Source: an optimization exercise on an open RTL-to-GDS flow (aim: small area, a short achievable clock period and few clock cycles). Production flows keep margins and buffers that such runs may drop.
In this exercise RTL edits were held to simulation tests only and were not proved equivalent to the original.

Setup of branch onyx:
==> flow/design.v <==
module JAM (
input CLK,
input RST,
output reg [2:0] W,
output reg [2:0] J,
input [6:0] Cost,
output reg [3:0] MatchCount,
output reg [9:0] MinCost,
output reg Valid );
localparam S_SCAN  = 3'd0;
localparam S_TRANS = 3'd1;
localparam S_UPD   = 3'd2;
localparam S_AUG   = 3'd3;
localparam S_CNT   = 3'd4;
localparam S_IDLE  = 3'd5;
reg [2:0] st;
reg [2:0] i;                  
reg [6:0] uq [0:7];           
reg [6:0] nv [0:7];           
reg [6:0] m  [0:7];           
reg [7:0] minf;               
reg [2:0] way [0:7];          
reg [2:0] p  [0:7];           
reg [7:0] pv;                 
reg [7:0] used;               
reg [63:0] bm;                
reg [7:0] rdy;                
reg [2:0] lv;                 
reg [7:0] a;                  
reg [9:0] s;                  
reg [6:0] mj;                 
reg       mjinf;
reg [6:0] bestm;
reg       bestinf;
reg [2:0] bestj;
reg [7:0] fm;                 
function [3:0] first_zero;    
	input [7:0] msk;
	input [3:0] lo;
	integer k;
	begin
		first_zero = 4'd0;
		for (k = 7; k >= 0; k = k - 1)
			if (!msk[k] && k >= lo)
				first_zero = {1'b1, k[2:0]};
	end
endfunction
function amo;                 
	input [7:0] x;
	reg [3:0] a2, o2;
	reg a4l, a4h, o4l, o4h;
	begin
		a2 = {~(x[7] & x[6]), ~(x[5] & x[4]), ~(x[3] & x[2]), ~(x[1] & x[0])};
		o2 = {x[7] | x[6], x[5] | x[4], x[3] | x[2], x[1] | x[0]};
		a4h = a2[3] & a2[2] & ~(o2[3] & o2[2]);
		a4l = a2[1] & a2[0] & ~(o2[1] & o2[0]);
		o4h = o2[3] | o2[2];
		o4l = o2[1] | o2[0];
		amo = a4h & a4l & ~(o4h & o4l);
	end
endfunction
function [3:0] first_one;
	input [7:0] msk;
	integer k;
	begin
		first_one = 4'd0;
		for (k = 7; k >= 0; k = k - 1)
			if (msk[k])
				first_one = {1'b1, k[2:0]};
	end
endfunction
wire [9:0] key  = {3'd0, Cost} + s;
wire       kfin = (key[9:7] == 3'd0);
wire       klt  = key[6:0] < mj;
wire       kltb = key[6:0] < bestm;
wire       kupd = kfin & (mjinf | klt);
wire       better = kupd ? (bestinf | kltb) : (~mjinf & (bestinf | (mj < bestm)));
wire [3:0] nxt  = first_zero(used, {1'b0, J} + 4'd1);
wire [7:0] usedb = used | (8'd1 << bestj);
wire [3:0] fzb  = first_zero(usedb, 4'd0);
wire [3:0] fou  = first_one(used);
wire [7:0] anew = {1'b0, uq[bestj]} - {1'b0, bestm};
wire [3:0] jn   = first_one(used & ~(8'd1 << J));
wire [6:0] diff = bestm - mj;
wire [2:0] wr = way[J];
reg  [2:0] nxc;
integer k;
always @(*) begin
	nxc = 3'd0;
	for (k = 0; k < 8; k = k + 1)
		if (pv[k] && p[k] == wr)
			nxc = k[2:0];
end
wire [2:0] in1 = i + 3'd1;
wire [3:0] jp1 = {1'b0, J} + 4'd1;
wire [3:0] jnb = (jp1 == {1'b0, i}) ? jp1 + 4'd1 : jp1;    
wire       rowend = jnb[3];
wire [2:0] jfirst = (in1 == 3'd0) ? 3'd1 : 3'd0;           
reg  [63:0] bmw;
reg  [7:0] bad;               
reg  [7:0] fr;
integer q;
wire [7:0] deeper = 8'hfe << lv;
always @(*) begin
	bmw = bm;
	for (q = 0; q < 8; q = q + 1)
		bmw[q * 9] = 1'b1;
	bad = 8'd0;
	for (q = 0; q < 8; q = q + 1) begin
		fr = bmw[q * 8 +: 8] & ~used;
		if (deeper[q] && rdy[q] && amo(fr))
			bad = bad | fr | {8{fr == 8'd0}};
	end
end
wire [7:0] row  = bmw[{lv, 3'd0} +: 8];
wire [7:0] cand = row & ~used & fm & ~bad;
wire [3:0] c1   = first_one(cand);
wire [2:0] lm1  = lv - 3'd1;
wire [2:0] sp   = way[lm1];
wire       trmode   = (st == S_TRANS) | ((st == S_SCAN) & ~nxt[3]);
wire       do_trans = (st == S_TRANS) | ((st == S_SCAN) & ~nxt[3] & ~better & ~bestinf);
reg  [2:0] nidx;
reg  [2:0] qidx;
reg  [7:0] sub;
always @(*) begin
	nidx = nxt[2:0];
	qidx = in1;
	sub = a;
	case (trmode ? S_TRANS : st)
	S_SCAN:  begin nidx = nxt[2:0]; sub = a; end
	S_TRANS: begin nidx = pv[bestj] ? fzb[2:0] : fou[2:0]; sub = pv[bestj] ? anew : 8'd0; end
	S_UPD:   begin nidx = jn[2:0];  sub = 8'd0; end
	S_AUG:   begin nidx = (i == 3'd7) ? 3'd1 : 3'd0;     qidx = 3'd0; sub = (i != 3'd7) ? 8'd0 : (J == 3'd0) ? {1'b0, bestm} : {1'b0, uq[0]}; end
	default: begin nidx = rowend ? jfirst : jnb[2:0]; qidx = rowend ? in1 : i; sub = {1'b0, uq[qidx]}; end
	endcase
end
wire [6:0] nport = pv[nidx] ? nv[nidx] : 7'd0;    
wire [6:0] mport = m[nidx];
wire [9:0] snext = {3'd0, nport} - {{2{sub[7]}}, sub};
always @(posedge CLK or posedge RST) begin
	if (RST) begin
		st <= S_SCAN;
		i <= 3'd0;
		W <= 3'd0;
		J <= 3'd0;
		a <= 8'd0;
		s <= 10'd0;
		mj <= 7'd0;
		mjinf <= 1'b1;
		minf <= 8'hff;
		bestinf <= 1'b1;
		bestm <= 7'd0;
		bestj <= 3'd0;
		used <= 8'd0;
		pv <= 8'd0;
		fm <= 8'hff;
		rdy <= 8'd0;
		lv <= 3'd0;
		MinCost <= 10'd0;
		MatchCount <= 4'd0;
		Valid <= 1'b0;
	end else begin
		case (st)
		S_SCAN: begin
			if (kupd) begin
				m[J] <= key[6:0];
				minf[J] <= 1'b0;
				way[J] <= W;
			end
			if (better) begin
				bestm <= kupd ? key[6:0] : mj;
				bestj <= J;
				bestinf <= 1'b0;
			end
			if (nxt[3]) begin
				J <= nxt[2:0];
				s <= snext;
				mj <= mport;
				mjinf <= minf[nxt[2:0]];
			end else if (better | bestinf)
				st <= S_TRANS;
		end
		S_UPD: begin
			nv[J] <= s[6:0] + diff;
			uq[J] <= uq[J] + diff;
			used[J] <= 1'b0;
			if (jn[3]) begin
				J <= jn[2:0];
				s <= snext;
				mj <= mport;
			end else begin
				J <= bestj;
				st <= S_AUG;
			end
		end
		S_AUG: begin
			p[J] <= wr;
			pv[J] <= 1'b1;
			if (!pv[J])
				nv[J] <= 7'd0;                 
			if (wr == i) begin
				uq[J] <= bestm;
				minf <= 8'hff;
				mjinf <= 1'b1;
				a <= 8'd0;
				s <= snext;
				if (i == 3'd7) begin
					i <= 3'd0;
					J <= 3'd1;
					W <= (J == 3'd0) ? wr : p[0];
					st <= S_CNT;
				end else begin
					i <= i + 3'd1;
					J <= 3'd0;
					W <= i + 3'd1;
					st <= S_SCAN;
				end
			end else begin
				uq[J] <= uq[nxc];
				J <= nxc;
			end
		end
		S_CNT: begin
			if (!rdy[7]) begin
				bm[{i, J}] <= (key == 10'd0);
				s <= snext;
				if (rowend) begin
					rdy[i] <= 1'b1;
					J <= jfirst;
					i <= in1;
					W <= p[in1];
				end else
					J <= jnb[2:0];
			end
			if (rdy[lv]) begin
				if (c1[3] && lv != 3'd7) begin
					way[lv] <= c1[2:0];
					used[c1[2:0]] <= 1'b1;
					lv <= lv + 3'd1;
					fm <= 8'hff;
				end else begin
					if (c1[3])
						MatchCount <= MatchCount + 4'd1;
					if (lv == 3'd0) begin
						Valid <= 1'b1;
						st <= S_IDLE;
					end else begin
						lv <= lm1;
						used[sp] <= 1'b0;
						fm <= 8'hfe << sp;
					end
				end
			end
		end
		default: ;
		endcase
		if (do_trans) begin
			bestinf <= 1'b1;
			if (pv[bestj]) begin
				a <= anew;
				used[bestj] <= 1'b1;
				W <= p[bestj];
				J <= fzb[2:0];
				s <= snext;
				if (st == S_SCAN && fzb[2:0] == J && kupd) begin
					mj <= key[6:0];            
					mjinf <= 1'b0;
				end else begin
					mj <= mport;
					mjinf <= minf[fzb[2:0]];
				end
				st <= S_SCAN;
			end else begin
				MinCost <= MinCost + {3'd0, bestm};
				if (fou[3]) begin
					J <= fou[2:0];
					s <= snext;
					mj <= mport;
					st <= S_UPD;
				end else begin
					J <= bestj;
					st <= S_AUG;
				end
			end
				end
	end
end
endmodule
==> flow/config.mk <==
export PLATFORM = sky130hd
export DESIGN_NAME = JAM
export DESIGN_NICKNAME = JAM
export VERILOG_FILES = /design/flow/design.v
export SDC_FILE = /design/flow/constraint.sdc
export NUM_CORES = 4
export LEC_CHECK = 0
export CAP_MARGIN = 20
export CORE_MARGIN = 2
export CORE_UTILIZATION = 40
export PLACE_DENSITY = 0.6
export SETUP_SLACK_MARGIN = 0.3
export SLEW_MARGIN = 20
==> flow/constraint.sdc <==
create_clock -name core_clock -period 5.0 [get_ports {CLK}]
set_input_delay 1.0000 -clock core_clock [delete_from_list [all_inputs] [get_ports {CLK}]]
set_output_delay 1.0000 -clock core_clock [all_outputs]
set_load 0.01 [all_outputs]
run.sh (not shown) runs the stock make flow with config.mk's settings and CLKGATE_MAP_FILE= SYNTH_SCRIPT=/design/flow/synth_recipe.tcl, a recipe that flattens the netlist after the stock synthesis.
Status branch onyx: flow complete, layout not clean - negative setup slack
Testbench counts of branch onyx, summed over its fixed seeds: cycles 3,065.
#### Input delta (branch willow over branch onyx)
--- a/flow/design.v
+++ b/flow/design.v
@@ -25,5 +25,5 @@
 reg [7:0] used;               
 reg [63:0] bm;                
-reg [7:0] rdy;                
+reg       bdone;              
 reg [2:0] lv;                 
 reg [7:0] a;                  
@@ -34,5 +34,5 @@
 reg       bestinf;
 reg [2:0] bestj;
-reg [7:0] fm;                 
+reg [3:0] f;                  
 function [3:0] first_zero;    
 	input [7:0] msk;
@@ -44,18 +44,4 @@
 			if (!msk[k] && k >= lo)
 				first_zero = {1'b1, k[2:0]};
-	end
-endfunction
-function amo;                 
-	input [7:0] x;
-	reg [3:0] a2, o2;
-	reg a4l, a4h, o4l, o4h;
-	begin
-		a2 = {~(x[7] & x[6]), ~(x[5] & x[4]), ~(x[3] & x[2]), ~(x[1] & x[0])};
-		o2 = {x[7] | x[6], x[5] | x[4], x[3] | x[2], x[1] | x[0]};
-		a4h = a2[3] & a2[2] & ~(o2[3] & o2[2]);
-		a4l = a2[1] & a2[0] & ~(o2[1] & o2[0]);
-		o4h = o2[3] | o2[2];
-		o4l = o2[1] | o2[0];
-		amo = a4h & a4l & ~(o4h & o4l);
 	end
 endfunction
@@ -98,22 +84,25 @@
 wire [2:0] jfirst = (in1 == 3'd0) ? 3'd1 : 3'd0;           
 reg  [63:0] bmw;
-reg  [7:0] bad;               
-reg  [7:0] fr;
+reg  [7:0] rdy;              
 integer q;
-wire [7:0] deeper = 8'hfe << lv;
 always @(*) begin
 	bmw = bm;
+	for (q = 0; q < 8; q = q + 1) begin
+		bmw[q * 9] = 1'b1;
+		rdy[q] = bdone | (q < i);
+	end
+end
+wire [7:0] row  = bmw[{lv, 3'd0} +: 8];
+wire [7:0] ge   = 8'hff << f[2:0];
+wire [7:0] cand = row & ~used & (f[3] ? 8'd0 : ge);
+wire [3:0] c1   = first_one(cand);
+wire [7:0] nu   = used | (8'd1 << c1[2:0]);
+reg        ok;
+always @(*) begin
+	ok = 1'b1;
 	for (q = 0; q < 8; q = q + 1)
-		bmw[q * 9] = 1'b1;
-	bad = 8'd0;
-	for (q = 0; q < 8; q = q + 1) begin
-		fr = bmw[q * 8 +: 8] & ~used;
-		if (deeper[q] && rdy[q] && amo(fr))
-			bad = bad | fr | {8{fr == 8'd0}};
-	end
-end
-wire [7:0] row  = bmw[{lv, 3'd0} +: 8];
-wire [7:0] cand = row & ~used & fm & ~bad;
-wire [3:0] c1   = first_one(cand);
+		if (q > lv && rdy[q] && ((bmw[q * 8 +: 8] & ~nu) == 8'd0))
+			ok = 1'b0;
+end
 wire [2:0] lm1  = lv - 3'd1;
 wire [2:0] sp   = way[lm1];
@@ -154,6 +143,6 @@
 		used <= 8'd0;
 		pv <= 8'd0;
-		fm <= 8'hff;
-		rdy <= 8'd0;
+		f <= 4'd0;
+		bdone <= 1'b0;
 		lv <= 3'd0;
 		MinCost <= 10'd0;
@@ -222,21 +211,24 @@
 		end
 		S_CNT: begin
-			if (!rdy[7]) begin
+			if (!bdone) begin
 				bm[{i, J}] <= (key == 10'd0);
 				s <= snext;
 				if (rowend) begin
-					rdy[i] <= 1'b1;
 					J <= jfirst;
 					i <= in1;
 					W <= p[in1];
+					if (i == 3'd7)
+						bdone <= 1'b1;
 				end else
 					J <= jnb[2:0];
 			end
 			if (rdy[lv]) begin
-				if (c1[3] && lv != 3'd7) begin
+				if (c1[3] && !ok)
+					f <= {1'b0, c1[2:0]} + 4'd1;
+				else if (c1[3] && lv != 3'd7) begin
 					way[lv] <= c1[2:0];
 					used[c1[2:0]] <= 1'b1;
 					lv <= lv + 3'd1;
-					fm <= 8'hff;
+					f <= 4'd0;
 				end else begin
 					if (c1[3])
@@ -248,5 +240,5 @@
 						lv <= lm1;
 						used[sp] <= 1'b0;
-						fm <= 8'hfe << sp;
+						f <= {1'b0, sp} + 4'd1;
 					end
 				end
--- outcome ---
- The routed length on met2 of branch willow is lower than that of branch onyx.
- Floorplan die width: branch willow < branch onyx
- | count of plain and timing-repair buffers | lower: branch willow |
- Global-route usage on branch willow is down relative to branch onyx.
- Setup slack for branch willow: 340 ps up relative to branch onyx
- Between branch onyx and branch willow, met2 demand-to-capacity share in global routing is higher for branch willow, branch onyx comes in under that.
- | branch willow | all stages done | FAIL | negative setup slack |
- branch willow has required time reported for the critical path endpoint below what branch onyx had.
Testbench counts of branch willow, summed over its fixed seeds: cycles 3,111.

[re-timing with driven ports]
How much do the figures lean on ideal ports? The routed layouts below were timed once more, with nothing changed but the port constraints.
Step 1: set_driving_cell puts a clkbuf_16 on CLK and a buf_2 on each other input, an assumption about the parent block.
Step 2 times the ports against the registers' clock, not the clock port: input delays grow and output delays shrink by t, the midpoint of the rising clock arrivals with the driver on.
Three values: ideal, step 1, step 2; two values: the first two.
| run | t (ns) | setup WS [ns] | clock arrival spread, ns |
|---|---|---|---|
| branch onyx | 0.657 | -0.405 / -0.405 / -0.405 | 0.029 / 0.029 |
| branch willow | 0.638 | -0.068 / -0.068 / -0.291 | 0.022 / 0.022 |
For branch willow, which loses most, drivers alone change the setup slack by 0.000 ns; drivers and shift together by -0.223 ns.
